From an optimization exercise on the open Yosys and OpenROAD flow, aimed at small area, a short achievable clock period and few clock cycles; shortcuts taken in it are not production practice.
Function was not checked in any run shown here: the RTL went through the layout flow alone.
No activity file was given, so power comes from the tool's default toggle rates.

==> flow/design.v (outline; a module is shown in full before it is edited, if it fits) <==
// module MyDesign: 226 lines
// module booth_enc: 9 lines
// module mul_tree: 1381 lines
// module fa_cell: 4 lines
// module xnor_cell: 3 lines
// module bsel_cell: 3 lines
// module ha_cell: 4 lines
// module bk_add: 150 lines
module MyDesign(
  input wire reset_n                      ,  
  input wire clk                          ,
  input wire dut_valid                    , 
  output wire dut_ready                   ,
  output wire                           dut__tb__sram_input_write_enable  ,
  output wire [16-1 : 0     ]   dut__tb__sram_input_write_address ,
  output wire [32-1 : 0     ]   dut__tb__sram_input_write_data    ,
  output wire [16-1 : 0     ]   dut__tb__sram_input_read_address  , 
  input  wire signed [32-1 : 0     ]   tb__dut__sram_input_read_data     ,     
  output wire                           dut__tb__sram_weight_write_enable  ,
  output wire [16-1 : 0     ]   dut__tb__sram_weight_write_address ,
  output wire [32-1 : 0     ]   dut__tb__sram_weight_write_data    ,
  output wire [16-1 : 0     ]   dut__tb__sram_weight_read_address  , 
  input  wire signed [32-1 : 0     ]   tb__dut__sram_weight_read_data     ,     
  output wire                           dut__tb__sram_result_write_enable  ,
  output wire [16-1 : 0     ]   dut__tb__sram_result_write_address ,
  output wire signed [32-1 : 0     ]   dut__tb__sram_result_write_data    ,
  output wire [16-1 : 0     ]   dut__tb__sram_result_read_address  , 
  input  wire signed [32-1 : 0     ]   tb__dut__sram_result_read_data     ,     
  output wire                           dut__tb__sram_scratchpad_write_enable  ,
  output wire [16-1 : 0     ]   dut__tb__sram_scratchpad_write_address ,
  output wire signed [32-1 : 0     ]   dut__tb__sram_scratchpad_write_data    ,
  output wire [16-1 : 0     ]   dut__tb__sram_scratchpad_read_address  , 
  input  wire signed [32-1 : 0     ]   tb__dut__sram_scratchpad_read_data  
);
  // ...
==> flow/flow/run.sh <==
#!/bin/bash
# Layout flow: the standard flow (standard.sh) with two changes to how the
# layout is made: port buffers use the small sky130_fd_sc_hd__buf_1 cell, and
# timing repair aims for extra setup slack so that the achieved period shrinks.
# The clock period and constraints are the standard flow's own (constraint.sdc).
set -euo pipefail
bash standard.sh finish \
  "BUFFER_PORTS_ARGS=-buffer_cell sky130_fd_sc_hd__buf_1" \
  "SETUP_SLACK_MARGIN=11" \
  > standard.log 2>&1
==> flow/standard.sh <==
#!/bin/bash
# synth_recipe.tcl (not shown) runs the flow's synth.tcl, then flattens the netlist and writes it again
# the make line also repeats each setting of config.mk as NAME=value (left out here)
make -C /OpenROAD-flow-scripts/flow DESIGN_CONFIG=/design/flow/config.mk WORK_HOME=/design/flow/orfs CLKGATE_MAP_FILE= SYNTH_SCRIPT=/design/flow/synth_recipe.tcl "${@:-finish}"
==> flow/config.mk <==
export PLATFORM = sky130hd
export DESIGN_NAME = MyDesign
export DESIGN_NICKNAME = MyDesign
export VERILOG_FILES = /design/flow/design.v
export SDC_FILE = /design/flow/constraint.sdc
export NUM_CORES = 4
export LEC_CHECK = 0
export CAP_MARGIN = 20
export CORE_MARGIN = 2
export CORE_UTILIZATION = 40
export CTS_CLUSTER_DIAMETER = 100
export CTS_CLUSTER_SIZE = 20
export SLEW_MARGIN = 20
export SYNTH_HIERARCHICAL = 1
export SYNTH_MINIMUM_KEEP_SIZE = 0
==> flow/constraint.sdc <==
create_clock -name core_clock -period 16.0 [get_ports {clk}]
set_input_delay 3.2000 -clock core_clock [delete_from_list [all_inputs] [get_ports {clk}]]
set_output_delay 3.2000 -clock core_clock [all_outputs]
set_load 0.01 [all_outputs]
==> impl_summary.log, run 1 <==
[metrics] outcome: complete, no violations
[metrics] CTS sink count: 298
[metrics] Clock Latency Late Sink: around 0.6 ns
[metrics] Placed Area: approximately 26000 um^2
[metrics] Fmax achieved: about 210 MHz
[metrics] final standard cell area without fillers: between 20000 and 30000 um^2
[metrics] cells traversed along the worst timing path: buf_1
[metrics] number of diodes added for antenna fixing: 4
[metrics] sequential element share of the synthesized area: 0.269
[metrics] worst vdd ir: between 0.1 and 0.15 mV
[metrics] root cell of the clock tree: sky130_fd_sc_hd__clkbuf_16
[metrics] starting density of the core: 0.403
[metrics] met3 routing resource usage after global routing: 0.0312
[metrics] final hold slack: roughly 0.43 ns
[metrics] top_reg_cell synth: sky130_fd_sc_hd__dfxtp_1
[metrics] number of clock buffers inserted by TritonCTS: 22
[metrics] number of flops mapped to enable cells by yosys: between 90 and 100
[metrics] cell family contributing the most delay on the critical path: flip-flops
[metrics] die area: around 67000 um^2
[metrics] cell types with the largest area share after synthesis: sky130_fd_sc_hd__fa_1, sky130_fd_sc_hd__dfxtp_1, sky130_fd_sc_hd__edfxtp_1, sky130_fd_sc_hd__xnor2_1, sky130_fd_sc_hd__buf_4
[metrics] DP Worst Slack: ~12 ns
[metrics] clock buffer depth: 3
[metrics] Synth Area in Adders: 0.253
[metrics] Logic pwr share: 0.670
[metrics] relative slew slack: 0.259
[metrics] internal power: roughly 3 mW
[metrics] number of filler instances in the final layout: 6273
[metrics] R2R Path Start: bneg[0]$_DFF_P_
==> module MyDesign, before the edit <==
module MyDesign(
  input wire reset_n                      ,  
  input wire clk                          ,
  input wire dut_valid                    , 
  output wire dut_ready                   ,
  output wire                           dut__tb__sram_input_write_enable  ,
  output wire [16-1 : 0     ]   dut__tb__sram_input_write_address ,
  output wire [32-1 : 0     ]   dut__tb__sram_input_write_data    ,
  output wire [16-1 : 0     ]   dut__tb__sram_input_read_address  , 
  input  wire signed [32-1 : 0     ]   tb__dut__sram_input_read_data     ,     
  output wire                           dut__tb__sram_weight_write_enable  ,
  output wire [16-1 : 0     ]   dut__tb__sram_weight_write_address ,
  output wire [32-1 : 0     ]   dut__tb__sram_weight_write_data    ,
  output wire [16-1 : 0     ]   dut__tb__sram_weight_read_address  , 
  input  wire signed [32-1 : 0     ]   tb__dut__sram_weight_read_data     ,     
  output wire                           dut__tb__sram_result_write_enable  ,
  output wire [16-1 : 0     ]   dut__tb__sram_result_write_address ,
  output wire signed [32-1 : 0     ]   dut__tb__sram_result_write_data    ,
  output wire [16-1 : 0     ]   dut__tb__sram_result_read_address  , 
  input  wire signed [32-1 : 0     ]   tb__dut__sram_result_read_data     ,     
  output wire                           dut__tb__sram_scratchpad_write_enable  ,
  output wire [16-1 : 0     ]   dut__tb__sram_scratchpad_write_address ,
  output wire signed [32-1 : 0     ]   dut__tb__sram_scratchpad_write_data    ,
  output wire [16-1 : 0     ]   dut__tb__sram_scratchpad_read_address  , 
  input  wire signed [32-1 : 0     ]   tb__dut__sram_scratchpad_read_data  
);
localparam AW = 12;    
localparam [2:0] ST_IDLE = 3'd0, ST_HDR = 3'd1, ST_RUN = 3'd2, ST_WAIT = 3'd3, ST_FIN = 3'd4;
localparam [2:0] PH_Q = 3'd0, PH_K = 3'd1, PH_V = 3'd2, PH_S = 3'd3, PH_Z = 3'd4;
logic [2:0]    st;
logic          ready_r;
logic [2:0]    ph;
logic [1:0]    wcnt;
logic [4:0]    n1;         
logic [5:0]    d1;         
logic [5:0]    p1;         
logic [5:0]    k_cnt;      
logic [5:0]    j_cnt;      
logic [4:0]    i_cnt;      
logic          kfirst;
logic [9:0]    np;         
logic [AW-1:0] a_addr, a_row, b_addr, b_base;    
logic f0, l0, sel0, f1, l1, f2, l2;
logic [15:0] bone, btwo, bneg;    
logic [31:0] opb, s_r, c_r, acc;
logic        we_r;
logic [AW-1:0] waddr;
wire kl = (k_cnt == 6'd1);
wire jl = (j_cnt == 6'd1);
wire il = (i_cnt == 5'd1);
function automatic [5:0] klen(input [2:0] p, input [4:0] n1_, input [5:0] d1_, input [5:0] p1_);
  klen = (p == PH_S) ? p1_ : (p == PH_Z) ? {1'b0, n1_} : d1_;
endfunction
function automatic [5:0] jlen(input [2:0] p, input [4:0] n1_, input [5:0] p1_);
  jlen = (p == PH_S) ? {1'b0, n1_} : p1_;
endfunction
wire [AW-1:0] np2 = {1'b0, np, 1'b0};
wire [AW-1:0] np3 = {2'b0, np} + np2;
wire [AW-1:0] a_inc = a_addr + 1'b1;
wire [AW-1:0] b_nxtcol = b_base + 1'b1;
wire [AW-1:0] b_step = b_addr + ((ph == PH_Z) ? {{(AW-6){1'b0}}, p1} : {{(AW-1){1'b0}}, 1'b1});
wire          n_is1 = (n1 == 5'd1);
wire issue     = (st == ST_RUN);
wire phase_end = issue && kl && jl && il;
always_ff @(posedge clk) begin
  if (!reset_n) begin
    st      <= ST_IDLE;
    ready_r <= 1'b1;
    f0      <= 1'b0;
    l0      <= 1'b0;
  end else begin
    f0 <= issue && kfirst;
    l0 <= issue && kl;
    case (st)
      ST_IDLE: if (dut_valid) begin
        st      <= ST_HDR;
        ready_r <= 1'b0;
      end
      ST_HDR: st <= ST_RUN;
      ST_RUN: if (phase_end) begin
        if (ph == PH_Z)                            st <= ST_FIN;
        else if ((ph == PH_V || ph == PH_S) && n_is1) st <= ST_WAIT;
      end
      ST_WAIT: if (wcnt == 2'd3) st <= ST_RUN;
      ST_FIN: if (wcnt == 2'd3) begin
        st      <= ST_IDLE;
        ready_r <= 1'b1;
      end
      default: st <= ST_IDLE;
    endcase
  end
end
always_ff @(posedge clk) begin
  wcnt <= issue ? 2'd0 : wcnt + 2'd1;
  case (st)
    ST_IDLE: begin
      a_addr <= '0;
      b_addr <= '0;
    end
    ST_HDR: begin
      n1     <= tb__dut__sram_input_read_data[20:16];
      d1     <= tb__dut__sram_input_read_data[5:0];
      p1     <= tb__dut__sram_weight_read_data[5:0];
      k_cnt  <= tb__dut__sram_input_read_data[5:0];
      j_cnt  <= tb__dut__sram_weight_read_data[5:0];
      i_cnt  <= tb__dut__sram_input_read_data[20:16];
      ph     <= PH_Q;
      np     <= '0;
      a_addr <= 1; a_row <= 1;
      b_addr <= 1; b_base <= 1;
      kfirst <= 1'b1;
    end
    ST_RUN: begin
      sel0   <= (ph == PH_S) || (ph == PH_Z);
      kfirst <= kl;
      if (ph == PH_Q && kl) np <= np + 1'b1;
      if (!kl) begin
        k_cnt  <= k_cnt - 1'b1;
        a_addr <= a_inc;
        b_addr <= b_step;
      end else begin
        k_cnt <= klen(ph, n1, d1, p1);
        if (!jl) begin
          j_cnt  <= j_cnt - 1'b1;
          a_addr <= a_row;
          if (ph == PH_Z) begin
            b_addr <= b_nxtcol;
            b_base <= b_nxtcol;
          end else begin
            b_addr <= b_step;
          end
        end else begin
          j_cnt <= jlen(ph, n1, p1);
          if (!il) begin
            i_cnt  <= i_cnt - 1'b1;
            a_addr <= a_inc;
            a_row  <= a_inc;
            if (ph == PH_Z) begin
              b_addr <= np2;
              b_base <= np2;
            end else begin
              b_addr <= b_base;
            end
          end else begin
            i_cnt <= n1;
            ph    <= ph + 3'd1;
            k_cnt <= klen(ph + 3'd1, n1, d1, p1);
            j_cnt <= jlen(ph + 3'd1, n1, p1);
            case (ph)
              PH_Q, PH_K: begin
                a_addr <= 1; a_row <= 1;
                b_addr <= b_step; b_base <= b_step;
              end
              PH_V: begin
                a_addr <= '0; a_row <= '0;
                b_addr <= {2'b0, np}; b_base <= {2'b0, np};
              end
              PH_S: begin
                a_addr <= np3; a_row <= np3;
                b_addr <= np2; b_base <= np2;
              end
              default: begin
                a_addr <= '0;
                b_addr <= '0;
              end
            endcase
          end
        end
      end
    end
    default: ;
  endcase
end
wire [31:0] a_in = sel0 ? tb__dut__sram_result_read_data : tb__dut__sram_input_read_data;
wire [15:0] enc_one, enc_two, enc_neg;
booth_enc u_enc (.a(a_in), .one(enc_one), .two(enc_two), .neg(enc_neg));
wire [31:0] acc_in = f2 ? 32'd0 : acc;
wire [31:0] cs_s, cs_c, acc_nxt;
genvar gi;
for (gi = 0; gi < 32; gi = gi + 1) begin : g_csa
  fa_cell u_fa (.a(acc_in[gi]), .b(s_r[gi]), .c(c_r[gi]), .s(cs_s[gi]), .co(cs_c[gi]));
end
bk_add u_add (.x(cs_s), .y({cs_c[30:0], 1'b0}), .z(acc_nxt));
wire [31:0] mt_s, mt_c;
mul_tree u_mul (.one(bone), .two(btwo), .neg(bneg), .b(opb), .s(mt_s), .c(mt_c));
always_ff @(posedge clk) begin
  if (!reset_n) begin
    f1 <= 1'b0; l1 <= 1'b0; f2 <= 1'b0; l2 <= 1'b0;
    we_r <= 1'b0;
  end else begin
    f1 <= f0; l1 <= l0;
    f2 <= f1; l2 <= l1;
    we_r <= l2;
  end
end
always_ff @(posedge clk) begin
  bone <= enc_one;
  btwo <= enc_two;
  bneg <= enc_neg;
  opb <= sel0 ? tb__dut__sram_scratchpad_read_data : tb__dut__sram_weight_read_data;
  s_r <= mt_s;
  c_r <= mt_c;
  acc <= acc_nxt;
end
always_ff @(posedge clk) begin
  if (st == ST_HDR) waddr <= '0;
  else if (we_r)    waddr <= waddr + 1'b1;
end
assign dut_ready = ready_r;
assign dut__tb__sram_input_write_enable  = 1'b0;
assign dut__tb__sram_input_write_address = 16'b0;
assign dut__tb__sram_input_write_data    = 32'b0;
assign dut__tb__sram_input_read_address  = {{(16-AW){1'b0}}, a_addr};
assign dut__tb__sram_weight_write_enable  = 1'b0;
assign dut__tb__sram_weight_write_address = 16'b0;
assign dut__tb__sram_weight_write_data    = 32'b0;
assign dut__tb__sram_weight_read_address  = {{(16-AW){1'b0}}, b_addr};
assign dut__tb__sram_result_write_enable  = we_r;
assign dut__tb__sram_result_write_address = {{(16-AW){1'b0}}, waddr};
assign dut__tb__sram_result_write_data    = acc;
assign dut__tb__sram_result_read_address  = {{(16-AW){1'b0}}, a_addr};
assign dut__tb__sram_scratchpad_write_enable  = we_r;
assign dut__tb__sram_scratchpad_write_address = {{(16-AW){1'b0}}, waddr};
assign dut__tb__sram_scratchpad_write_data    = acc;
assign dut__tb__sram_scratchpad_read_address  = {{(16-AW){1'b0}}, b_addr};
endmodule
==> inputs of run 2 (changes only) <==
--- a/flow/design.v
+++ b/flow/design.v
@@ -62,33 +62,27 @@
 wire          n_is1 = (n1 == 5'd1);
 wire issue     = (st == ST_RUN);
 wire phase_end = issue && kl && jl && il;
+logic [2:0] st_nxt;
+always_comb begin
+  st_nxt = st;
+  case (st)
+    ST_IDLE: if (dut_valid) st_nxt = ST_HDR;
+    ST_HDR:  st_nxt = ST_RUN;
+    ST_RUN:  if (phase_end) begin
+      if (ph == PH_Z)                                st_nxt = ST_FIN;
+      else if ((ph == PH_V || ph == PH_S) && n_is1)  st_nxt = ST_WAIT;
+    end
+    ST_WAIT: if (wcnt == 2'd3) st_nxt = ST_RUN;
+    ST_FIN:  if (wcnt == 2'd3) st_nxt = ST_IDLE;
+    default: st_nxt = ST_IDLE;
+  endcase
+  if (!reset_n) st_nxt = ST_IDLE;
+end
 always_ff @(posedge clk) begin
-  if (!reset_n) begin
-    st      <= ST_IDLE;
-    ready_r <= 1'b1;
-    f0      <= 1'b0;
-    l0      <= 1'b0;
-  end else begin
-    f0 <= issue && kfirst;
-    l0 <= issue && kl;
-    case (st)
-      ST_IDLE: if (dut_valid) begin
-        st      <= ST_HDR;
-        ready_r <= 1'b0;
-      end
-      ST_HDR: st <= ST_RUN;
-      ST_RUN: if (phase_end) begin
-        if (ph == PH_Z)                            st <= ST_FIN;
-        else if ((ph == PH_V || ph == PH_S) && n_is1) st <= ST_WAIT;
-      end
-      ST_WAIT: if (wcnt == 2'd3) st <= ST_RUN;
-      ST_FIN: if (wcnt == 2'd3) begin
-        st      <= ST_IDLE;
-        ready_r <= 1'b1;
-      end
-      default: st <= ST_IDLE;
-    endcase
-  end
+  st      <= st_nxt;
+  ready_r <= (st_nxt == ST_IDLE);
+  f0      <= reset_n && issue && kfirst;
+  l0      <= reset_n && issue && kl;
 end
 always_ff @(posedge clk) begin
   wcnt <= issue ? 2'd0 : wcnt + 2'd1;
@@ -168,7 +162,14 @@
         end
       end
     end
-    default: ;
+    ST_WAIT: begin
+      a_addr <= (ph == PH_S) ? '0 : np3;
+      b_addr <= (ph == PH_S) ? {2'b0, np} : np2;
+    end
+    default: begin
+      a_addr <= '0;
+      b_addr <= '0;
+    end
   endcase
 end
 wire [31:0] a_in = sel0 ? tb__dut__sram_result_read_data : tb__dut__sram_input_read_data;
@@ -203,8 +204,7 @@
   acc <= acc_nxt;
 end
 always_ff @(posedge clk) begin
-  if (st == ST_HDR) waddr <= '0;
-  else if (we_r)    waddr <= waddr + 1'b1;
+  waddr <= (st == ST_HDR) ? '0 : waddr + {{(AW-1){1'b0}}, we_r};
 end
 assign dut_ready = ready_r;
 assign dut__tb__sram_input_write_enable  = 1'b0;
==> impl_summary.log, run 2 <==
[metrics] outcome: complete, no violations (unchanged)
[metrics] cell area power density: 184 nW/um^2 (was 208 nW/um^2)
[metrics] Fmax achieved: 217 MHz (was 215 MHz)
[metrics] placer congestion estimate: 0.921 (was 0.880)
[metrics] synthesized area divided by synthesized cell count: 10.2 um^2 (was 10.3 um^2)
[metrics] class of the tightest hold or removal check: flop to flop (unchanged)
[metrics] Pleak: 10.2 nW (about the same)
[metrics] Critical Path Sink Type: primary output (unchanged)
[metrics] Residual DRC: 0 (unchanged)
[metrics] post-CTS sizing: 0 (unchanged)
[metrics] area of the multi-input gates: 17000 um^2 (was 16800 um^2)
[metrics] Yosys cell types: 84 (was 82)
[metrics] number of clock buffers inserted by TritonCTS: 22 (unchanged)
[metrics] worst vdd ir: 0.0961 mV (was 0.116 mV)
[metrics] largest net degree at the start of global routing: 69 (was 62)
[metrics] slowest library cell on the worst path: sky130_fd_sc_hd__dfxtp_1 (unchanged)
[metrics] worst-case clock skew: 0.0332 ns (was 0.0403 ns)
[metrics] final hold slack: 0.430 ns (was 0.431 ns)
[metrics] cell types with the largest area share after synthesis: sky130_fd_sc_hd__fa_1, sky130_fd_sc_hd__dfxtp_1, sky130_fd_sc_hd__xnor2_1, sky130_fd_sc_hd__edfxtp_1, sky130_fd_sc_hd__buf_4 (was sky130_fd_sc_hd__fa_1, sky130_fd_sc_hd__dfxtp_1, sky130_fd_sc_hd__edfxtp_1, sky130_fd_sc_hd__xnor2_1, sky130_fd_sc_hd__buf_4)
[metrics] type of the worst setup path: flop to primary output (unchanged)
[metrics] # H-tree levels: 1 (unchanged)
[metrics] fraction of layout instances using a drive strength above 1: 0.0644 (was 0.0634)
[metrics] number of max-capacitance violations reported: 0 (unchanged)
[metrics] initial antenna violation count: 2 (was 4)
[metrics] core area: 64100 um^2 (unchanged)
[metrics] Final min period: 4.61 ns (was 4.66 ns)
[metrics] most repeated cell in the gate-level netlist after synthesis: sky130_fd_sc_hd__xnor2_1 (unchanged)
[metrics] CP max stage delay: 0.62 ns (was 0.65 ns)
[metrics] most instantiated cells after synthesis: sky130_fd_sc_hd__xnor2_1, sky130_fd_sc_hd__o22ai_1, sky130_fd_sc_hd__fa_1 (unchanged)
[metrics] CTS sink count: 298 (unchanged)
[metrics] number of flops mapped to enable cells by yosys: 73 (was 97)
[metrics] Final Core Density: 0.423 (was 0.424)
[metrics] final worst path period share: 0.288 (was 0.291)
[metrics] instance count after placement with tap cells included: 3486 (was 3467)
[metrics] synthesized instance count: 2529 (was 2508)
[metrics] total setup buffers inserted after CTS: 0 (unchanged)
[metrics] starting density of the core: 0.402 (was 0.403)
[metrics] clock transition at the register clock pins on the worst setup and hold paths after CTS: 0.09 ns (was 0.10 ns)
[metrics] Nets: 3152 (was 3133)
[metrics] die area: 66600 um^2 (about the same)
[metrics] least setup slack across all paths after layout: 11.39 ns (was 11.34 ns)
[metrics] die span in y: 258 um (about the same)
[metrics] YS warnings: 7 (unchanged)
[metrics] slew at the pin closest to its max-slew limit: 1.07 ns (was 1.11 ns)
[metrics] number of filler instances in the final layout: 6211 (was 6273)
[metrics] Reg area: 6700 um^2 (was 6940 um^2)
[metrics] final global-route overflow total: 0 (unchanged)
[metrics] Top-Level Pins: 392 (unchanged)
[metrics] Synth Register Bits: 298 (unchanged)
[metrics] Iter 0 DRT Violations: 1843 (was 1726)
[metrics] area share of the largest cell type after synthesis: 0.202 (about the same)
[metrics] first-pass GRT wire length: 113000 um (was 110000 um)
[metrics] via count of the first global-routing pass: 19500 (was 19200)
[metrics] via total after detailed routing: 19400 (was 19200)
[metrics] Final Hold Violating Endpoints: 0 (unchanged)
[metrics] most common cell after layout, fill and taps aside: sky130_fd_sc_hd__xnor2_1 (unchanged)
[metrics] total wirelength of the detailed-routed design: 73300 um (was 72100 um)
[metrics] crit start category: flop (unchanged)
[metrics] top cell type by total area after synthesis: sky130_fd_sc_hd__fa_1 (unchanged)
[metrics] clock buffer depth: 3 (unchanged)
[metrics] GRT Total Usage: 0.216 (was 0.210)
[metrics] cell family contributing the most delay on the critical path: flip-flops (unchanged)
[metrics] Synth-to-Final Area Change: 5.04% (was 5.36%)
[metrics] Post-Synthesis Cell Area: 25800 um^2 (about the same)
[metrics] count of buffers from port buffering: 269 (unchanged)
[metrics] number of max-slew violations in the final report: 0 (unchanged)
[metrics] commonest cells after routing, fill and taps aside: sky130_fd_sc_hd__xnor2_1, sky130_fd_sc_hd__o22ai_1, sky130_fd_sc_hd__buf_1 (unchanged)
[metrics] cts-stage hold buffer count: 0 (unchanged)
[metrics] worst path bufs/invs: 1 (unchanged)
[metrics] unrepaired setup endpoints after global routing: false (unchanged)
[metrics] top_reg_cell synth: sky130_fd_sc_hd__dfxtp_1 (unchanged)
[metrics] root cell of the clock tree: sky130_fd_sc_hd__clkbuf_16 (unchanged)
[metrics] relative slew slack: 0.287 (was 0.259)
[metrics] Sum Neg Setup Slack: 0 ns (unchanged)
[metrics] data required time of the worst path: 12.80 ns (about the same)
[metrics] DP Worst Slack: 11.62 ns (was 11.64 ns)
[metrics] Clock Latency Late Sink: 0.58 ns (was 0.59 ns)
[metrics] number of standard cells in the layout, taps in and fillers out: 3527 (was 3509)
[metrics] DRT antenna net count: 0 (unchanged)
[metrics] width of the chip: 258 um (about the same)
[metrics] number of iterations in the first detailed-routing pass: 6 (unchanged)
[metrics] via-per-instance ratio: 5.50 (was 5.48)
[metrics] cells traversed along the worst timing path: buf_1 (unchanged)
[metrics] Row Count: 93 (unchanged)
[metrics] routed wirelength normalized by instance count: 20.8 um (was 20.5 um)
[metrics] crit path max fanout: 9 (was 7)
[metrics] data arrival time of the worst path: 1.41 ns (was 1.46 ns)
[metrics] clock tree from TritonCTS: yes (unchanged)
[metrics] HPWL after DPL: 56000 um (was 55200 um)
[metrics] final number of setup-violating endpoints: 0 (unchanged)
[metrics] share of synthesized flip-flops with an asynchronous set or reset: 0 (unchanged)
[metrics] sequential element share of the synthesized area: 0.259 (was 0.269)
run 2: cell count changes in the layout (fill, tap and decap cells not counted), moves of 6 or more:
cell,change
sky130_fd_sc_hd__nand3_1,-12
sky130_fd_sc_hd__dfxtp_1,+24
sky130_fd_sc_hd__o221ai_1,+7
sky130_fd_sc_hd__o31ai_1,+6
sky130_fd_sc_hd__mux2i_1,+8
sky130_fd_sc_hd__edfxtp_1,-24
sky130_fd_sc_hd__nor2_1,+8
sky130_fd_sc_hd__nand4_1,+6
sky130_fd_sc_hd__a21oi_1,-6
run 2: path summary, 6_finish.rpt:
path | from | to | slack [ns] | cells past startpoint
max | a_addr[0]$_DFF_P_ | dut__tb__sram_input_read_address[0] | 11.39 | 1
min reg2reg | wcnt[0]$_SDFF_PP0_ | wcnt[0]$_SDFF_PP0_ | 0.43 | 1
min | wcnt[0]$_SDFF_PP0_ | wcnt[0]$_SDFF_PP0_ | 0.43 | 1
max reg2reg | bneg[0]$_DFF_P_ | c_r[31]$_DFF_P_ | 11.59 | 8
run 2: metal layers:
layer,track usage,part of all wire,up-vias
li1,-,-,8822
met3,0.0423,0.084,135
met4,0.0750,0.037,0
met1,0.287,0.41,9532
met5,0,0,-
met2,0.353,0.47,903
run 2: where the power goes:
part	internal [mW]	switching [mW]	total, mW
registers	1.03	0.147	1.18
clock network	0.268	0.312	0.580
logic	1.46	1.78	3.24
total	2.76	2.24	5.00
run 2: layout make-up:
class | instances | share of cell area
inverter | 93 | 0.0129
tap | 855 | 0.0395
multi-input combinational | 1936 | 0.628
clock buffer | 30 | 0.0214
sequential | 298 | 0.247
antenna | 2 | 0.000185
timing repair buffer | 304 | 0.0469
clock inverter | 9 | 0.00425
run 2: logic make-up (layout without fill, tap and decap cells):
family	Yosys count	after routing	share of synthesized area
compound gates	583	583	0.148
xor+xnor	345	345	0.117
fa+ha+maj	366	366	0.253
buf+inv	417	436	0.100
flops	298	298	0.259
mux	93	93	0.0394
other cells	2	126	0.000291
simple gates	425	425	0.0831
run 2: through the flow:
| stage | area (um^2) | power (mW) |
|---|---|---|
| 6_report | 27100 | 5.00 |
| 5_1_grt | 27100 | 5.62 |
| 4_1_cts | 27100 | 5.10 |
| 3_5_place_dp | 26400 | 4.50 |
| 3_3_place_gp | 26400 | 4.39 |
| 2_1_floorplan | 26300 | 4.61 |
run 2: Yosys stat by module, one instance, submodules excluded:
module     times used  area [um^2]  flip-flops and latches  cells inside
MyDesign            1        13900                     298          1377
bk_add              1         1360                       0           145
booth_enc           1          578                       0            78
bsel_cell         272         6.26                       0             1
fa_cell           242         20.0                       0             1
ha_cell            30         12.5                       0             1
mul_tree            1          664                       0           113
xnor_cell         272         8.76                       0             1
==> inputs of run 3 (changes only) <==
--- a/flow/flow/run.sh
+++ b/flow/flow/run.sh
@@ -6,5 +6,5 @@
 set -euo pipefail
 bash standard.sh finish \
   "BUFFER_PORTS_ARGS=-buffer_cell sky130_fd_sc_hd__buf_1" \
-  "SETUP_SLACK_MARGIN=11" \
+  "SETUP_SLACK_MARGIN=11.6" \
   > standard.log 2>&1
==> impl_summary.log, run 3 <==
[metrics] via count of the first global-routing pass: 19400 (was 19500)
[metrics] via total after detailed routing: 19500 (was 19400)
[metrics] starting density of the core: 0.402 (unchanged)
[metrics] cell area power density: 185 nW/um^2 (was 184 nW/um^2)
[metrics] # H-tree levels: 1 (unchanged)
[metrics] Final min period: 4.36 ns (was 4.61 ns)
[metrics] Iter 0 DRT Violations: 1774 (was 1843)
[metrics] root cell of the clock tree: sky130_fd_sc_hd__clkbuf_16 (unchanged)
[metrics] first-pass GRT wire length: 113000 um (about the same)
[metrics] CP max stage delay: 0.43 ns (was 0.62 ns)
[metrics] Pleak: 10.2 nW (about the same)
[metrics] CTS sink count: 298 (unchanged)
[metrics] P_sw: 2.26 mW (was 2.24 mW)
[metrics] clock group share of total power: 0.112 (was 0.116)
[metrics] number of max-slew violations in the final report: 0 (unchanged)
[metrics] number of flops mapped to enable cells by yosys: 73 (unchanged)
[metrics] fraction of layout instances using a drive strength above 1: 0.0742 (was 0.0644)
[metrics] slew at the pin closest to its max-slew limit: 1.11 ns (was 1.07 ns)
[metrics] worst-case clock skew: 0.0250 ns (was 0.0332 ns)
[metrics] worst path bufs/invs: 1 (unchanged)
[metrics] slowest library cell on the worst path: sky130_fd_sc_hd__dfxtp_2 (was sky130_fd_sc_hd__dfxtp_1)
[metrics] Critical Path Sink Type: primary output (unchanged)
[metrics] Reg2Reg Depth: 8 (unchanged)
[metrics] number of clock buffers inserted by TritonCTS: 21 (was 22)
[metrics] most instantiated cells after synthesis: sky130_fd_sc_hd__xnor2_1, sky130_fd_sc_hd__o22ai_1, sky130_fd_sc_hd__fa_1 (unchanged)
[metrics] core area: 64100 um^2 (unchanged)
[metrics] most common cell after layout, fill and taps aside: sky130_fd_sc_hd__xnor2_1 (unchanged)
[metrics] via-per-instance ratio: 5.52 (was 5.50)
[metrics] share of synthesized area spent on multiplexers: 0.0394 (unchanged)
[metrics] final number of setup-violating endpoints: 0 (unchanged)
[metrics] Synth Area in XOR/XNOR: 0.117 (unchanged)
[metrics] cts-stage hold buffer count: 0 (unchanged)
[metrics] synthesized area divided by synthesized cell count: 10.2 um^2 (unchanged)
[metrics] clock tree from TritonCTS: yes (unchanged)
[metrics] cells traversed along the worst timing path: buf_2 (was buf_1)
[metrics] sequential cell fraction of total power: 0.234 (was 0.235)
[metrics] type of the worst setup path: flop to primary output (unchanged)
[metrics] clock transition at the register clock pins on the worst setup and hold paths after CTS: 0.09 ns (about the same)
[metrics] unrepaired setup endpoints after global routing: true (was false)
[metrics] die span in y: 258 um (unchanged)
[metrics] worst reg2reg setup slack: 11.67 ns (was 11.59 ns)
[metrics] placer congestion estimate: 0.913 (was 0.921)
[metrics] Row Count: 93 (unchanged)
[metrics] width of the chip: 258 um (unchanged)
[metrics] count of buffers from port buffering: 269 (unchanged)
[metrics] Synth-to-Final Area Change: 5.11% (was 5.04%)
[metrics] largest family of logic cells by synthesized area: adder cells (unchanged)
[metrics] crit start category: flop (unchanged)
[metrics] Post-Synthesis Cell Area: 25800 um^2 (unchanged)
[metrics] number of standard cells in the layout, taps in and fillers out: 3525 (was 3527)
[metrics] Placed Area: 26400 um^2 (about the same)
[metrics] data arrival time of the worst path: 1.16 ns (was 1.41 ns)
[metrics] final worst path period share: 0.273 (was 0.288)
[metrics] most repeated cell in the gate-level netlist after synthesis: sky130_fd_sc_hd__xnor2_1 (unchanged)
[metrics] sequential element share of the synthesized area: 0.259 (unchanged)
[metrics] simple-gate share of the synthesized area: 0.0831 (unchanged)
[metrics] internal power: 2.77 mW (was 2.76 mW)
[metrics] YS warnings: 7 (unchanged)
[metrics] post-synthesis compound-gate area fraction: 0.148 (unchanged)
[metrics] area share of the largest cell type after synthesis: 0.202 (unchanged)
[metrics] worst vdd ir: 0.0951 mV (was 0.0961 mV)
[metrics] HPWL after DPL: 56000 um (about the same)
[metrics] R2R Path Start: bneg[3]$_DFF_P_ (was bneg[0]$_DFF_P_)
[metrics] Nets: 3153 (was 3152)
[metrics] cell types with the largest area share after synthesis: sky130_fd_sc_hd__fa_1, sky130_fd_sc_hd__dfxtp_1, sky130_fd_sc_hd__xnor2_1, sky130_fd_sc_hd__edfxtp_1, sky130_fd_sc_hd__buf_4 (unchanged)
[metrics] number of iterations in the first detailed-routing pass: 5 (was 6)
[metrics] worst min-delay path endpoint: wcnt[0]$_SDFF_PP0_ (unchanged)
[metrics] outcome: complete, no violations (unchanged)
[metrics] Final Hold Violating Endpoints: 0 (unchanged)
[metrics] Sum Neg Setup Slack: 0 ns (unchanged)
[metrics] relative slew slack: 0.259 (was 0.287)
[metrics] Residual DRC: 0 (unchanged)
[metrics] routed wirelength normalized by instance count: 21.0 um (was 20.8 um)
[metrics] number of max-capacitance violations reported: 0 (unchanged)
[metrics] final global-route overflow total: 0 (unchanged)
[metrics] cell family contributing the most delay on the critical path: flip-flops (unchanged)
[metrics] top_reg_cell synth: sky130_fd_sc_hd__dfxtp_1 (unchanged)
[metrics] Logic pwr share: 0.654 (was 0.649)
[metrics] count of cells along the worst hold path: 1 (unchanged)
[metrics] Synth Register Bits: 298 (unchanged)
[metrics] clock buffer depth: 3 (unchanged)
[metrics] top cell type by total area after synthesis: sky130_fd_sc_hd__fa_1 (unchanged)
[metrics] Synth Area in Adders: 0.253 (unchanged)
[metrics] share of synthesized flip-flops with an asynchronous set or reset: 0 (unchanged)
[metrics] critical register-to-register path endpoint: c_r[31]$_DFF_P_ (unchanged)
[metrics] switching share of power: 0.449 (was 0.448)
[metrics] data required time of the worst path: 12.80 ns (about the same)
[metrics] largest net degree at the start of global routing: 69 (unchanged)
[metrics] Yosys cell types: 84 (unchanged)
[metrics] Top-Level Pins: 392 (unchanged)
[metrics] synthesized instance count: 2529 (unchanged)
[metrics] GRT Total Usage: 0.216 (about the same)
[metrics] commonest cells after routing, fill and taps aside: sky130_fd_sc_hd__xnor2_1, sky130_fd_sc_hd__o22ai_1, sky130_fd_sc_hd__buf_1 (unchanged)
[metrics] die area: 66600 um^2 (unchanged)
[metrics] final standard cell area without fillers: 27100 um^2 (about the same)
[metrics] Hold Crit Start: wcnt[0]$_SDFF_PP0_ (unchanged)
[metrics] number of diodes added for antenna fixing: 0 (was 2)
[metrics] crit path max fanout: 7 (was 9)
[metrics] instance count after placement with tap cells included: 3487 (was 3486)
[metrics] Clock Latency Late Sink: 0.57 ns (was 0.58 ns)
[metrics] class of the tightest hold or removal check: flop to flop (unchanged)
[metrics] total wirelength of the detailed-routed design: 74100 um (was 73300 um)
[metrics] initial antenna violation count: 2 (unchanged)
[metrics] DRT antenna net count: 0 (unchanged)
[metrics] Fmax achieved: 229 MHz (was 217 MHz)
-- run 3: cell counts after synthesis --
Identical to the previous run, type by type.
-- run 3: what timing repair did --
item                                    4_1_cts  5_1_grt
endpoints found under the setup margin       30       18
setup buffers                                 1        0
pin swaps                                     0        0
resized for setup                            22       10
-- run 3: cells by family after synthesis --
kind of cell / Yosys count
DFF: 298
and+or+nand+nor: 425
AOI/OAI and AO/OA: 583
xor gates and xnor gates: 345
adders and majority gates: 366
other: 2
buffers and inverters: 417
muxes: 93
-- run 3: power by group through the flow --
| stage | clock network (mW) | registers [mW] | logic [mW] |
|---|---|---|---|
| 6_report | 0.563 | 1.17 | 3.29 |
| 5_1_grt | 0.603 | 1.20 | 3.82 |
| 4_1_cts | 0.579 | 1.18 | 3.36 |
| 3_5_place_dp | 0 | 1.20 | 3.34 |
| 3_3_place_gp | 0 | 1.19 | 3.20 |
| 2_1_floorplan | 0 | 1.18 | 3.42 |
-- run 3: final cells by class --
class / instances / area, um^2
Clock buffer: 30 / 579
Clock inverter: 7 / 81.3
Fill cell: 6177 / 37000
Inverter: 93 / 349
Multi-Input combinational cell: 1936 / 17000
Sequential cell: 298 / 6750
Tap cell: 855 / 1070
Timing Repair Buffer: 306 / 1290
-- run 3: per-layer routing --
metal / GRT usage / wire length, um / vias up
li1: - / - / 8832
met1: 0.289 / 31400 / 9599
met2: 0.359 / 35000 / 912
met3: 0.0336 / 5570 / 129
met4: 0.0687 / 2120 / 0
met5: 0 / 0 / -
-- run 3: how the worst max path moves through the flow --
stage / from / end / slack (ns) / depth (start not counted)
floorplan: bneg[4]$_DFF_P_ / c_r[31]$_DFF_P_ / 11.64 / 9
global placement: bneg[0]$_DFF_P_ / c_r[31]$_DFF_P_ / 11.71 / 8
detailed placement: bneg[0]$_DFF_P_ / c_r[31]$_DFF_P_ / 11.61 / 8
CTS: a_addr[8]$_DFF_P_ / dut__tb__sram_result_read_address[8] / 11.61 / 1
global route: bneg[3]$_DFF_P_ / c_r[31]$_DFF_P_ / 11.54 / 8
finish: a_addr[2]$_DFF_P_ / dut__tb__sram_input_read_address[2] / 11.64 / 1
-- run 3: through the flow --
stage | setup WS [ns] | util | hold slack [ns] | total power, mW
after detailed placement | 11.61 | 0.412 | 0.418 | 4.54
after global routing | 11.54 | 0.423 | 0.449 | 5.62
after CTS | 11.61 | 0.423 | 0.439 | 5.12
after floorplan | 11.64 | - | 0.399 | 4.60
after global placement | 11.71 | 0.412 | 0.408 | 4.40
final | 11.64 | 0.423 | 0.438 | 5.02
-- run 3: modules after synthesis, one instance, submodules excluded --
module     flip-flops and latches  copies in the design  cells
ha_cell                         0                    30      1
mul_tree                        0                     1    113
bsel_cell                       0                   272      1
fa_cell                         0                   242      1
MyDesign                      298                     1   1377
bk_add                          0                     1    145
booth_enc                       0                     1     78
xnor_cell                       0                   272      1
==> inputs of run 4 (changes only) <==
--- a/flow/flow/run.sh
+++ b/flow/flow/run.sh
@@ -6,5 +6,5 @@
 set -euo pipefail
 bash standard.sh finish \
   "BUFFER_PORTS_ARGS=-buffer_cell sky130_fd_sc_hd__buf_1" \
-  "SETUP_SLACK_MARGIN=11.6" \
+  "SETUP_SLACK_MARGIN=11.8" \
   > standard.log 2>&1
==> impl_summary.log, run 4 <==
[metrics] most common cell after layout, fill and taps aside: sky130_fd_sc_hd__xnor2_1 (unchanged)
[metrics] Iter 0 DRT Violations: 1821 (was 1774)
[metrics] GRT Total Usage: 0.221 (was 0.216)
[metrics] worst reg2reg setup slack: 11.87 ns (was 11.67 ns)
[metrics] cell family contributing the most delay on the critical path: flip-flops (unchanged)
[metrics] worst path bufs/invs: 1 (unchanged)
[metrics] crit path max fanout: 6 (was 7)
[metrics] sequential element share of the synthesized area: 0.259 (unchanged)
[metrics] synthesized instance count: 2529 (unchanged)
[metrics] Residual DRC: 0 (unchanged)
[metrics] Post-Synthesis Cell Area: 25800 um^2 (unchanged)
[metrics] number of max-capacitance violations reported: 0 (unchanged)
[metrics] slew at the pin closest to its max-slew limit: 1.17 ns (was 1.11 ns)
[metrics] count of cells along the worst hold path: 1 (unchanged)
[metrics] cells traversed along the worst timing path: buf_6 (was buf_2)
[metrics] Top-Level Pins: 392 (unchanged)
[metrics] Yosys cell types: 84 (unchanged)
[metrics] final global-route overflow total: 0 (unchanged)
[metrics] worst min-delay path endpoint: wcnt[0]$_SDFF_PP0_ (unchanged)
[metrics] die area: 66600 um^2 (unchanged)
[metrics] share of synthesized flip-flops with an asynchronous set or reset: 0 (unchanged)
[metrics] final worst path period share: 0.271 (was 0.273)
[metrics] Pleak: 11.0 nW (was 10.2 nW)
[metrics] Synth Register Bits: 298 (unchanged)
[metrics] number of filler instances in the final layout: 6079 (was 6177)
[metrics] Tot Pwr: 5.20 mW (was 5.02 mW)
[metrics] via count of the first global-routing pass: 20000 (was 19400)
[metrics] top cell type by total area after synthesis: sky130_fd_sc_hd__fa_1 (unchanged)
[metrics] simple-gate share of the synthesized area: 0.0831 (unchanged)
[metrics] commonest cells after routing, fill and taps aside: sky130_fd_sc_hd__xnor2_1, sky130_fd_sc_hd__o22ai_1, sky130_fd_sc_hd__fa_1 (was sky130_fd_sc_hd__xnor2_1, sky130_fd_sc_hd__o22ai_1, sky130_fd_sc_hd__buf_1)
[metrics] Clock Latency Late Sink: 0.57 ns (about the same)
[metrics] number of iterations in the first detailed-routing pass: 5 (unchanged)
[metrics] root cell of the clock tree: sky130_fd_sc_hd__clkbuf_16 (unchanged)
[metrics] clock tree from TritonCTS: yes (unchanged)
[metrics] relative slew slack: 0.220 (was 0.259)
[metrics] largest family of logic cells by synthesized area: adder cells (unchanged)
[metrics] Hold Crit Start: wcnt[0]$_SDFF_PP0_ (unchanged)
[metrics] fraction of layout instances using a drive strength above 1: 0.155 (was 0.0742)
[metrics] Final Core Density: 0.445 (was 0.423)
[metrics] data arrival time of the worst path: 1.13 ns (was 1.16 ns)
[metrics] largest net degree at the start of global routing: 69 (unchanged)
[metrics] via total after detailed routing: 19700 (was 19500)
[metrics] YS warnings: 7 (unchanged)
[metrics] Critical Path Sink Type: primary output (unchanged)
[metrics] starting density of the core: 0.402 (unchanged)
[metrics] via-per-instance ratio: 5.54 (was 5.52)
[metrics] clock transition at the register clock pins on the worst setup and hold paths after CTS: 0.09 ns (about the same)
[metrics] count of buffers from port buffering: 269 (unchanged)
[metrics] HPWL after DPL: 55800 um (was 56000 um)
[metrics] final number of setup-violating endpoints: 0 (unchanged)
[metrics] most instantiated cells after synthesis: sky130_fd_sc_hd__xnor2_1, sky130_fd_sc_hd__o22ai_1, sky130_fd_sc_hd__fa_1 (unchanged)
[metrics] clock buffer depth: 3 (unchanged)
[metrics] routed wirelength normalized by instance count: 21.2 um (was 21.0 um)
[metrics] cell area power density: 182 nW/um^2 (was 185 nW/um^2)
[metrics] worst vdd ir: 0.0932 mV (was 0.0951 mV)
[metrics] cts-stage hold buffer count: 0 (unchanged)
[metrics] width of the chip: 258 um (unchanged)
[metrics] Synth-to-Final Area Change: 10.6% (was 5.11%)
[metrics] outcome: complete, no violations (unchanged)
[metrics] total wirelength of the detailed-routed design: 75500 um (was 74100 um)
[metrics] Synth Area in Adders: 0.253 (unchanged)
[metrics] unrepaired setup endpoints after global routing: true (unchanged)
[metrics] type of the worst setup path: flop to primary output (unchanged)
[metrics] crit start category: flop (unchanged)
[metrics] Final Hold Violating Endpoints: 0 (unchanged)
[metrics] area share of the largest cell type after synthesis: 0.202 (unchanged)
[metrics] number of max-slew violations in the final report: 0 (unchanged)
[metrics] placer congestion estimate: 0.917 (was 0.913)
[metrics] slowest library cell on the worst path: sky130_fd_sc_hd__dfxtp_4 (was sky130_fd_sc_hd__dfxtp_2)
[metrics] # H-tree levels: 1 (unchanged)
[metrics] Nets: 3183 (was 3153)
[metrics] worst-case clock skew: 0.0229 ns (was 0.0250 ns)
[metrics] synthesized area divided by synthesized cell count: 10.2 um^2 (unchanged)
[metrics] CTS sink count: 298 (unchanged)
[metrics] number of clock buffers inserted by TritonCTS: 21 (unchanged)
[metrics] data required time of the worst path: 12.80 ns (about the same)
[metrics] core area: 64100 um^2 (unchanged)
[metrics] most repeated cell in the gate-level netlist after synthesis: sky130_fd_sc_hd__xnor2_1 (unchanged)
[metrics] cell types with the largest area share after synthesis: sky130_fd_sc_hd__fa_1, sky130_fd_sc_hd__dfxtp_1, sky130_fd_sc_hd__xnor2_1, sky130_fd_sc_hd__edfxtp_1, sky130_fd_sc_hd__buf_4 (unchanged)
[metrics] R2R Path Start: opb[9]$_DFF_P_ (was bneg[3]$_DFF_P_)
[metrics] critical register-to-register path endpoint: c_r[30]$_DFF_P_ (was c_r[31]$_DFF_P_)
[metrics] number of flops mapped to enable cells by yosys: 73 (unchanged)
[metrics] Row Count: 93 (unchanged)
[metrics] first-pass GRT wire length: 116000 um (was 113000 um)
[metrics] share of synthesized area spent on multiplexers: 0.0394 (unchanged)
[metrics] die span in y: 258 um (unchanged)
[metrics] initial antenna violation count: 2 (unchanged)
[metrics] Fmax achieved: 231 MHz (was 229 MHz)
[metrics] CP max stage delay: 0.43 ns (about the same)
[metrics] Synth Area in XOR/XNOR: 0.117 (unchanged)
[metrics] DRT antenna net count: 0 (unchanged)
[metrics] post-synthesis compound-gate area fraction: 0.148 (unchanged)
[metrics] class of the tightest hold or removal check: flop to flop (unchanged)
[metrics] Sum Neg Setup Slack: 0 ns (unchanged)
[metrics] top_reg_cell synth: sky130_fd_sc_hd__dfxtp_1 (unchanged)
[metrics] Final min period: 4.33 ns (was 4.36 ns)
[metrics] Reg2Reg Depth: 7 (was 8)
-- run 4: changes by cell type in the layout (fill, tap and decap cells not counted), sizes merged --
| cell | delta |
|---|---|
| clkinvlp | +4 |
| diode | +2 |
| inv | +1 |
| buf | +28 |
| clkinv | -2 |
-- run 4: power breakdown --
| part | internal (mW) | switching, mW | leakage [nW] |
|---|---|---|---|
| Sequential | 1.04 | 0.169 | 2.59 |
| Combinational | 1.61 | 1.81 | 8.09 |
| Clock | 0.255 | 0.307 | 0.313 |
| Total | 2.91 | 2.29 | 11.0 |
-- run 4: per-layer routing --
| metal | up-vias | wire length, um | part of all wire | track usage |
|---|---|---|---|---|
| met1 | 9724 | 31500 | 0.42 | 0.295 |
| met3 | 123 | 5670 | 0.075 | 0.0309 |
| li1 | 8891 | - | - | - |
| met5 | - | 0 | 0 | 0 |
| met4 | 0 | 2260 | 0.030 | 0.0715 |
| met2 | 963 | 36100 | 0.48 | 0.370 |
-- run 4: worst max-delay path by stage --
stage                                 start                              endpoint  cells after the start
final                     a_addr[1]$_DFF_P_  dut__tb__sram_result_read_address[1]                      1
after global placement      bneg[0]$_DFF_P_                       c_r[31]$_DFF_P_                      8
after detailed placement    bneg[0]$_DFF_P_                       c_r[31]$_DFF_P_                      8
after global routing      a_addr[1]$_DFF_P_  dut__tb__sram_result_read_address[1]                      1
after floorplan             bneg[0]$_DFF_P_                       c_r[31]$_DFF_P_                      9
after CTS                 a_addr[1]$_DFF_P_  dut__tb__sram_result_read_address[1]                      1
-- run 4: kinds of logic after synthesis --
kind of cell	after synthesis
buffers and inverters	417
muxes	93
AOI/OAI and AO/OA	583
xor gates and xnor gates	345
adders and majority gates	366
and+or+nand+nor	425
DFF	298
other	2
-- run 4: per-module statistics from Yosys (local to each module, per instance) --
module | cell area, um^2 | times used | flops+latches
mul_tree | 664 | 1 | 0
fa_cell | 20.0 | 242 | 0
bsel_cell | 6.26 | 272 | 0
ha_cell | 12.5 | 30 | 0
bk_add | 1360 | 1 | 0
booth_enc | 578 | 1 | 0
MyDesign | 13900 | 1 | 298
xnor_cell | 8.76 | 272 | 0
-- run 4: area by class of cell --
class                      count  area, um^2  share of cell area
tap                          855        1070              0.0375
antenna                        2        5.00            0.000175
sequential                   298        6920               0.242
inverter                      93         357              0.0125
clock buffer                  30         559              0.0196
timing repair inverter         2        10.0            0.000351
timing repair buffer         334        2530              0.0888
multi-input combinational   1936       17000               0.596
clock inverter                 8        82.6             0.00289
-- run 4: stage by stage --
stage	area, um^2	instances	setup WS (ns)	hold WS (ns)
after floorplan	26300	2651	11.84	0.399
after global placement	26400	3483	11.72	0.409
after detailed placement	26400	3483	11.67	0.425
after CTS	28400	3549	11.66	0.444
after global routing	28500	3558	11.65	0.459
final	28500	3558	11.67	0.438
-- run 4: what timing repair did --
item	4_1_cts	5_1_grt
gates resized for setup	385	21
setup buffers	28	5
gates cloned	0	2
setup endpoints to repair	144	147

## separate check: timing with driven ports
How much do the figures lean on ideal ports? The routed layouts below were timed once more, with nothing changed but the port constraints.
Step 1 assumes that a clkbuf_16 drives the clock port and a buf_2 every other input.
Step 2 times the ports against the registers' clock, not the clock port: input delays grow and output delays shrink by t, the midpoint of the rising clock arrivals with the driver on.
Three values: ideal, step 1, step 2; two values: the first two.
run | t (ns) | setup slack, ns | worst hold slack (ns) | latest minus earliest clock arrival (ns)
run 1 | 0.632 | 11.339 / 11.278 / 11.567 | 0.431 / 0.431 / 0.431 | 0.044 / 0.044
run 2 | 0.631 | 11.394 / 11.330 / 11.585 | 0.430 / 0.430 / 0.430 | 0.035 / 0.034
run 3 | 0.619 | 11.640 / 11.574 / 11.666 | 0.438 / 0.438 / 0.438 | 0.032 / 0.031
run 4 | 0.619 | 11.671 / 11.610 / 11.875 | 0.438 / 0.438 / 0.438 | 0.026 / 0.027
After both steps every run listed still meets setup and hold.
